This is an optimization exercise on Yosys and OpenROAD, whose aim is small area, not a production implementation. In this exercise RTL edits were held to simulation tests only and were not proved equivalent to the original. No driver is modelled on the clock port, so clock power and skew are understated where the tree is cut down; a real chip needs a root buffer or a tree.

==> inputs of v30 <==
==> flow/design.v <==
module i2s(
    input               rst_i,
    input               lrck_i,
    input               bck_i,
    input               data_i,
    output              sync,
    output              sync2,
    output              sdo,
    output              sdo1,
    output              sdo2,
    output              sdo3
);
reg         lr;          
reg         rmode;       
reg [4:0]   cnt;
reg [8:0]   dl;          
reg [15:0]  ra;
reg [15:0]  rb;
wire        start = lrck_i ^ lr;
wire        data  = cnt[4];
wire [3:0]  m     = cnt[3:0];
function automatic mor2(input [1:0] v, input s);
    mor2 = s ? v[1] : (v[1] | v[0]);
endfunction
function automatic mor4(input [3:0] v, input [1:0] s);
    mor4 = s[1] ? mor2(v[3:2], s[0]) : ((|v[3:2]) | mor2(v[1:0], s[0]));
endfunction
function automatic mor8(input [7:0] v, input [2:0] s);
    mor8 = s[2] ? mor4(v[7:4], s[1:0]) : ((|v[7:4]) | mor4(v[3:0], s[1:0]));
endfunction
function automatic mor16(input [15:0] v, input [3:0] s);
    mor16 = s[3] ? mor8(v[15:8], s[2:0]) : ((|v[15:8]) | mor8(v[7:0], s[2:0]));
endfunction
wire        nza = mor16({1'b0, ra[14:0]}, m);
wire        nzb = mor16({1'b0, rb[14:0]}, m);
wire        din = dl[8] ^ (m == 4'd0);
wire        ra_in = !rmode & (lr ? din : ra[15]);
wire        rb_in = !rmode & (lr ? rb[15] : din);
always @(posedge bck_i) begin
    lr <= lrck_i;
    dl <= {dl[7:0], data_i};
    if (!rst_i) begin
        cnt <= 5'd7;
        rmode <= 1'b1;
    end else if (start) begin
        cnt <= 5'd7;
        rmode <= 1'b0;
    end else if (cnt != 5'd0) begin
        cnt <= cnt + 5'd1;
    end
    if (data) begin
        ra <= {ra[14:0], ra_in};
        rb <= {rb[14:0], rb_in};
    end
end
wire        hdr = rmode ? (cnt == 5'd27 || cnt == 5'd28)
                        : (cnt == 5'd12 || (cnt == 5'd15 && !lr));
wire        den = !rmode & data;
assign sync  = (cnt == 5'd0);
assign sync2 = sync;
assign sdo   = hdr | (den & ra[15]);
assign sdo1  = hdr | (den & (ra[15] ^ nza));
assign sdo2  = hdr | (den & rb[15]);
assign sdo3  = hdr | (den & (rb[15] ^ nzb));
endmodule
==> flow/flow/run.sh <==
#!/bin/bash
# Own layout flow: the standard flow (standard.sh), with
#  - the standard synthesis, whose combinational logic is then mapped again
#    for area (flow/resyn.sh; flip-flops, their names and cell types kept),
#  - buf_1 port buffers instead of the default cell,
#  - a hand-made clock buffering (flow/pre_cts.tcl) in place of TritonCTS.
# Each tool's output goes to a log file in the work folder.
set -euo pipefail
work=$(pwd)
res=$work/orfs/results/$FLOW_PLATFORM/i2s/base
bash standard.sh synth > log_standard_synth.log 2>&1
cp "$res/1_2_yosys.v" "$work/standard_1_2_yosys.v"
bash flow/resyn.sh "$work/standard_1_2_yosys.v" "$work/resyn.v" > log_resyn.log 2>&1
cp "$work/resyn.v" "$res/1_2_yosys.v"
rm -f "$res/1_synth.odb"
bash standard.sh \
  "BUFFER_PORTS_ARGS=-buffer_cell sky130_fd_sc_hd__buf_1" \
  "PRE_CTS_TCL=$work/flow/pre_cts.tcl" \
  finish > log_standard_layout.log 2>&1
==> flow/flow/clkbuf.tcl <==
# Clock buffering for a small design: the clock port drives a few buffers,
# one per group of flip-flops (groups split by position), each buffer placed
# at its group's centre.
proc split_groups { items n } {
  # items: list of {x y obj}; split into n groups (n = 1, 2, 3, 4, 6, 8)
  if { $n <= 1 } { return [list $items] }
  set xs [lmap i $items {lindex $i 0}]
  set ys [lmap i $items {lindex $i 1}]
  set w [expr {[tcl::mathfunc::max {*}$xs] - [tcl::mathfunc::min {*}$xs]}]
  set h [expr {[tcl::mathfunc::max {*}$ys] - [tcl::mathfunc::min {*}$ys]}]
  set axis [expr {$w >= $h ? 0 : 1}]
  set sorted [lsort -integer -index $axis $items]
  set na [expr {$n / 2}]
  set nb [expr {$n - $na}]
  set cut [expr {int(round([llength $sorted] * double($na) / $n))}]
  return [concat [split_groups [lrange $sorted 0 [expr {$cut - 1}]] $na] \
                 [split_groups [lrange $sorted $cut end] $nb]]
}

proc my_clock_buffers { clk_port buf_cell n } {
  set block [ord::get_db_block]
  set clknet [[$block findBTerm $clk_port] getNet]
  set master [[ord::get_db] findMaster $buf_cell]
  set items {}
  foreach it [$clknet getITerms] {
    set inst [$it getInst]
    set bb [$inst getBBox]
    lappend items [list [expr {([$bb xMin] + [$bb xMax]) / 2}] [expr {([$bb yMin] + [$bb yMax]) / 2}] $it]
  }
  set i 0
  foreach grp [split_groups $items $n] {
    set net [odb::dbNet_create $block "clknet_leaf_$i"]
    $net setSigType CLOCK
    set b [odb::dbInst_create $block $master "clkbuf_leaf_$i"]
    set sx 0
    set sy 0
    foreach g $grp {
      set it [lindex $g 2]
      $it disconnect
      $it connect $net
      incr sx [lindex $g 0]
      incr sy [lindex $g 1]
    }
    set k [llength $grp]
    $b setLocation [expr {$sx / $k}] [expr {$sy / $k}]
    $b setPlacementStatus PLACED
    [$b findITerm A] connect $clknet
    [$b findITerm X] connect $net
    puts "clkbuf_leaf_$i: $buf_cell drives $k sinks"
    incr i
  }
}
==> flow/flow/pre_cts.tcl <==
# PRE_CTS hook: buffer the clock by hand (see clkbuf.tcl) and skip TritonCTS,
# which for this small design builds a two-level tree of five buffers.
source [file join [file dirname [info script]] clkbuf.tcl]
my_clock_buffers bck_i sky130_fd_sc_hd__clkbuf_8 3
proc clock_tree_synthesis { args } {
  puts "clock_tree_synthesis skipped: the clock is buffered by pre_cts.tcl"
}
==> flow/flow/resyn.sh <==
#!/bin/bash
# Re-maps the combinational logic of the standard synthesis netlist ($1) with
# an area-oriented ABC script and writes the result to $2. The flip-flops are
# kept as they are (same instances, names and cell types); every other cell is
# read as its liberty function and mapped again. Several ABC scripts are tried
# and the smallest result is kept.
set -euo pipefail
in=$1
out=$2
lib=$FLOW_HOME/platforms/sky130hd/lib/sky130_fd_sc_hd__tt_025C_1v80.lib
flops=$(grep -o 'sky130_fd_sc_hd__[a-z0-9]*df[a-z0-9]*_[0-9]*' "$in" | sort -u | tr '\n' ' ')
scripts=(
  "strash; dc2; dch -f; amap; topo"
  "strash; dch; amap; topo"
  "strash; balance; dc2; dch -f; amap; topo"
  "strash; irw; dc2; dch -f; amap; topo"
  "strash; dc2; dch -f; amap -m; topo"
)
best=""
best_area=""
i=0
for s in "${scripts[@]}"; do
  echo "$s" | tr ';' '\n' > resyn_$i.abc
  cat > resyn_$i.ys <<EOY
read_liberty -ignore_miss_func $lib
read_verilog $in
hierarchy -top $FLOW_TOP
blackbox $flops
flatten
rename -hide w:*.* w:_*
opt_clean -purge
abc -liberty $lib -script resyn_$i.abc
opt_clean -purge
hilomap -singleton -hicell sky130_fd_sc_hd__conb_1 HI -locell sky130_fd_sc_hd__conb_1 LO
insbuf -buf sky130_fd_sc_hd__buf_4 A X
splitnets
opt_clean -purge
select $FLOW_TOP
write_verilog -noattr -nohex -nodec -selected resyn_$i.v
tee -o resyn_$i.stat stat -liberty $lib
EOY
  yosys -q resyn_$i.ys > resyn_$i.log 2>&1
  area=$(grep -o "Chip area for module.*: [0-9.]*" resyn_$i.stat | awk '{print $NF}')
  echo "script $i ($s): area $area"
  if [[ -z "$best_area" ]] || awk "BEGIN{exit !($area < $best_area)}"; then
    best=$i
    best_area=$area
  fi
  i=$((i + 1))
done
echo "kept script $best: area $best_area"
cp resyn_$best.v "$out"
==> flow/standard.sh <==
#!/bin/bash
# synth_recipe.tcl (not shown) runs the flow's synth.tcl, then flattens the netlist and writes it again
# the make line also repeats each setting of config.mk as NAME=value (left out here)
make -C /OpenROAD-flow-scripts/flow DESIGN_CONFIG=/design/flow/config.mk WORK_HOME=/design/flow/orfs CLKGATE_MAP_FILE= SYNTH_SCRIPT=/design/flow/synth_recipe.tcl "${@:-finish}"
==> flow/config.mk <==
export PLATFORM = sky130hd
export DESIGN_NAME = i2s
export DESIGN_NICKNAME = i2s
export VERILOG_FILES = /design/flow/design.v
export SDC_FILE = /design/flow/constraint.sdc
export NUM_CORES = 4
export LEC_CHECK = 0
export CAP_MARGIN = 20
export CORE_MARGIN = 2
export CORE_UTILIZATION = 40
export SLEW_MARGIN = 20
==> flow/constraint.sdc <==
create_clock -name core_clock -period 10.0 [get_ports {bck_i}]
set_input_delay 2.0000 -clock core_clock [delete_from_list [all_inputs] [get_ports {bck_i}]]
set_output_delay 2.0000 -clock core_clock [all_outputs]
set_load 0.01 [all_outputs]
==> v2: changes against v30 <==
--- a/flow/flow/run.sh
+++ b/flow/flow/run.sh
@@ -4,4 +4,6 @@
 #    for area (flow/resyn.sh; flip-flops, their names and cell types kept),
 #  - buf_1 port buffers instead of the default cell,
+#  - flip-flops sized up in place of the buffers that timing-driven
+#    placement puts after them (flow/pre_resize.tcl),
 #  - a hand-made clock buffering (flow/pre_cts.tcl) in place of TritonCTS.
 # Each tool's output goes to a log file in the work folder.
@@ -16,4 +18,5 @@
 bash standard.sh \
   "BUFFER_PORTS_ARGS=-buffer_cell sky130_fd_sc_hd__buf_1" \
+  "PRE_RESIZE_TCL=$work/flow/pre_resize.tcl" \
   "PRE_CTS_TCL=$work/flow/pre_cts.tcl" \
   finish > log_standard_layout.log 2>&1
==> flow/flow/clkbuf.tcl (replaced) <==
# Clock buffering for a small design: the clock port drives a few buffers,
# one per group of flip-flops, each buffer placed at its group's centre. The
# groups come from splitting the flip-flops by position in turn along the
# longer side, in proportion to each buffer's weight (its share of the sinks).

# items: list of {x y obj}; bufs: list of {cell weight}. Returns a list of
# {cell items} pairs.
proc split_groups { items bufs } {
  if { [llength $bufs] <= 1 } { return [list [list [lindex $bufs 0 0] $items]] }
  set xs [lmap i $items {lindex $i 0}]
  set ys [lmap i $items {lindex $i 1}]
  set w [expr {[tcl::mathfunc::max {*}$xs] - [tcl::mathfunc::min {*}$xs]}]
  set h [expr {[tcl::mathfunc::max {*}$ys] - [tcl::mathfunc::min {*}$ys]}]
  set axis [expr {$w >= $h ? 0 : 1}]
  set sorted [lsort -integer -index $axis $items]
  set nb [llength $bufs]
  set half [expr {$nb / 2}]
  set ba [lrange $bufs 0 [expr {$half - 1}]]
  set bb [lrange $bufs $half end]
  set wa 0.0
  foreach b $ba { set wa [expr {$wa + [lindex $b 1]}] }
  set wt $wa
  foreach b $bb { set wt [expr {$wt + [lindex $b 1]}] }
  set cut [expr {int(round([llength $sorted] * $wa / $wt))}]
  return [concat [split_groups [lrange $sorted 0 [expr {$cut - 1}]] $ba] \
                 [split_groups [lrange $sorted $cut end] $bb]]
}

proc my_clock_buffers { clk_port bufs } {
  set block [ord::get_db_block]
  set clknet [[$block findBTerm $clk_port] getNet]
  set items {}
  foreach it [$clknet getITerms] {
    set inst [$it getInst]
    set bb [$inst getBBox]
    lappend items [list [expr {([$bb xMin] + [$bb xMax]) / 2}] [expr {([$bb yMin] + [$bb yMax]) / 2}] $it]
  }
  set i 0
  foreach grp [split_groups $items $bufs] {
    lassign $grp cell members
    set master [[ord::get_db] findMaster $cell]
    set net [odb::dbNet_create $block "clknet_leaf_$i"]
    $net setSigType CLOCK
    set b [odb::dbInst_create $block $master "clkbuf_leaf_$i"]
    set sx 0
    set sy 0
    foreach g $members {
      set it [lindex $g 2]
      $it disconnect
      $it connect $net
      incr sx [lindex $g 0]
      incr sy [lindex $g 1]
    }
    set k [llength $members]
    $b setLocation [expr {$sx / $k}] [expr {$sy / $k}]
    $b setPlacementStatus PLACED
    [$b findITerm A] connect $clknet
    [$b findITerm X] connect $net
    puts "clkbuf_leaf_$i: $cell drives $k sinks"
    incr i
  }
}
==> flow/flow/pre_cts.tcl (replaced) <==
# PRE_CTS hook: buffer the clock by hand (see clkbuf.tcl) and skip TritonCTS,
# which for this small design builds a two-level tree of five buffers.
source [file join [file dirname [info script]] clkbuf.tcl]
my_clock_buffers bck_i {
  {sky130_fd_sc_hd__clkbuf_8 1.8}
  {sky130_fd_sc_hd__clkbuf_4 1.0}
  {sky130_fd_sc_hd__clkbuf_4 1.0}
  {sky130_fd_sc_hd__clkbuf_4 1.0}
}
proc clock_tree_synthesis { args } {
  puts "clock_tree_synthesis skipped: the clock is buffered by pre_cts.tcl"
}
==> flow/flow/pre_resize.tcl (new file) <==
# PRE_RESIZE hook: undo the buffers that timing-driven global placement put
# after flip-flops (for this design, the shift enable that drives 32 enable
# pins), and give those flip-flops the next drive strength instead, which
# drives the net alone in less area. repair_design then checks the nets.
foreach inst [get_cells -quiet place*] {
  set cell [get_property $inst ref_name]
  if { ![string match sky130_fd_sc_hd__buf_* $cell] } { continue }
  set in_net [get_nets -of_objects [get_pins -of_objects $inst -filter "direction == input"]]
  set drvr ""
  foreach p [get_pins -quiet -of_objects $in_net -filter "direction == output"] {
    set drvr [get_cells -of_objects $p]
  }
  if { $drvr eq "" } { continue }
  set dcell [get_property $drvr ref_name]
  if { ![regexp {^(sky130_fd_sc_hd__e?dfxtp)_1$} $dcell -> base] } { continue }
  puts "pre_resize: removing [get_full_name $inst] ($cell) after [get_full_name $drvr] ($dcell), which becomes ${base}_2"
  remove_buffers $inst
  replace_cell $drvr ${base}_2
}
--- a/flow/flow/resyn.sh
+++ b/flow/flow/resyn.sh
@@ -9,11 +9,16 @@
 out=$2
 lib=$FLOW_HOME/platforms/sky130hd/lib/sky130_fd_sc_hd__tt_025C_1v80.lib
+# the platform's don't-use cells (all lpflow and probe cells) stay out
+dont_use=$(grep -o 'cell *( *"sky130_fd_sc_hd__\(lpflow\|probe\)[a-z0-9_]*"' "$lib" | grep -o 'sky130_fd_sc_hd__[a-z0-9_]*' | sed 's/^/-dont_use /' | tr '\n' ' ')
 flops=$(grep -o 'sky130_fd_sc_hd__[a-z0-9]*df[a-z0-9]*_[0-9]*' "$in" | sort -u | tr '\n' ' ')
 scripts=(
   "strash; dc2; dch -f; amap; topo"
   "strash; dch; amap; topo"
+  "strash; dch; amap; strash; dch; amap; topo"
+  "strash; drw; drf; dch -f; amap; topo"
+  "strash; rewrite; refactor; dch -f; amap; topo"
+  "strash; dch -f; amap; mfs2 -a; strash; dch -f; amap; topo"
   "strash; balance; dc2; dch -f; amap; topo"
   "strash; irw; dc2; dch -f; amap; topo"
-  "strash; dc2; dch -f; amap -m; topo"
 )
 best=""
@@ -30,5 +35,5 @@
 rename -hide w:*.* w:_*
 opt_clean -purge
-abc -liberty $lib -script resyn_$i.abc
+abc -liberty $lib $dont_use -script resyn_$i.abc
 opt_clean -purge
 hilomap -singleton -hicell sky130_fd_sc_hd__conb_1 HI -locell sky130_fd_sc_hd__conb_1 LO
@@ -50,3 +55,13 @@
 done
 echo "kept script $best: area $best_area"
+# the flip-flops must be the same instances, and no don't-use cell may appear
+regs() { grep -o "sky130_fd_sc_hd__[a-z0-9]*df[a-z0-9]*_[0-9]* *[^ (]*" "$1" | sort; }
+if [[ "$(regs "$in")" != "$(regs resyn_$best.v)" ]]; then
+  echo "flip-flops differ" >&2
+  exit 1
+fi
+if grep -q 'sky130_fd_sc_hd__\(lpflow\|probe\)' resyn_$best.v; then
+  echo "don't-use cell in the result" >&2
+  exit 1
+fi
 cp resyn_$best.v "$out"
--- a/flow/config.mk
+++ b/flow/config.mk
@@ -7,5 +7,5 @@
 export LEC_CHECK = 0
 export CAP_MARGIN = 20
-export CORE_MARGIN = 2
-export CORE_UTILIZATION = 40
+export CORE_AREA = 2.3 2.72 61.64 59.84
+export DIE_AREA = 0 0 64 64
 export SLEW_MARGIN = 20
==> v28: changes against v30 <==
==> flow/flow/pre_cts.tcl (replaced) <==
# PRE_CTS hook: buffer the clock by hand (see clkbuf.tcl) and skip TritonCTS,
# which for this small design builds a two-level tree of five buffers.
source [file join [file dirname [info script]] clkbuf.tcl]
my_clock_buffers bck_i sky130_fd_sc_hd__clkbuf_4 4
proc clock_tree_synthesis { args } {
  puts "clock_tree_synthesis skipped: the clock is buffered by pre_cts.tcl"
}
--- a/flow/config.mk
+++ b/flow/config.mk
@@ -8,4 +8,4 @@
 export CAP_MARGIN = 20
 export CORE_MARGIN = 2
-export CORE_UTILIZATION = 40
+export CORE_UTILIZATION = 70
 export SLEW_MARGIN = 20
==> impl_metrics.json <==
{
  "timing.hold.ws_ps": 343.5,
  "gp_congestion": 0.7878,
  "wire_per_inst_um": 19.85,
  "p_clk_w": 0.0000623,
  "drt_iter0_markers": 73,
  "num_rows": 17,
  "internal_power_w": 0.0002429,
  "status": "timing/DRC/antenna clean"
}
-- figures above: v28

==> impl_metrics.json <==
{
  "p_clk_w": 0.0000691,
  "gp_congestion": 0.7941,
  "status": "timing/DRC/antenna clean",
  "wire_per_inst_um": 15.47
}
-- figures above: v2

==> impl_metrics.json <==
{
  "status": "timing/DRC/antenna clean",
  "timing.hold.ws_ps": 333.3,
  "gp_congestion": 0.8682,
  "wire_per_inst_um": 16.24
}
-- figures above: v30

In every run of this note, the design's own scripts or RTL, not TritonCTS, make the clock network.

what the ideal ports hide:
In the flow no input, the clock included, has a driving cell. The finished layouts below were timed again as built, in two steps. Step 1 assumes that a clkbuf_16 drives the clock port and a buf_2 every other input. Step 2, shift: input delay + t, output delay - t, t = (earliest + latest rising clock arrival at the registers) / 2. This alone moves slack from input paths to output paths. a / b / c = ideal ports / drivers / drivers and shift; a / b = the first two.
run | t, ns | setup WS [ns] | worst setup path after step 2 | worst data-port slew with drivers (ns)
v30 | 0.192 | 5.612 / 5.570 / 5.762 | register to output | 0.03
v2 | 0.207 | 5.677 / 5.629 / 5.836 | register to output | 0.03
v28 | 0.209 | 5.537 / 5.495 / 5.704 | register to output | 0.03
After both steps setup and hold are still met in every run listed.
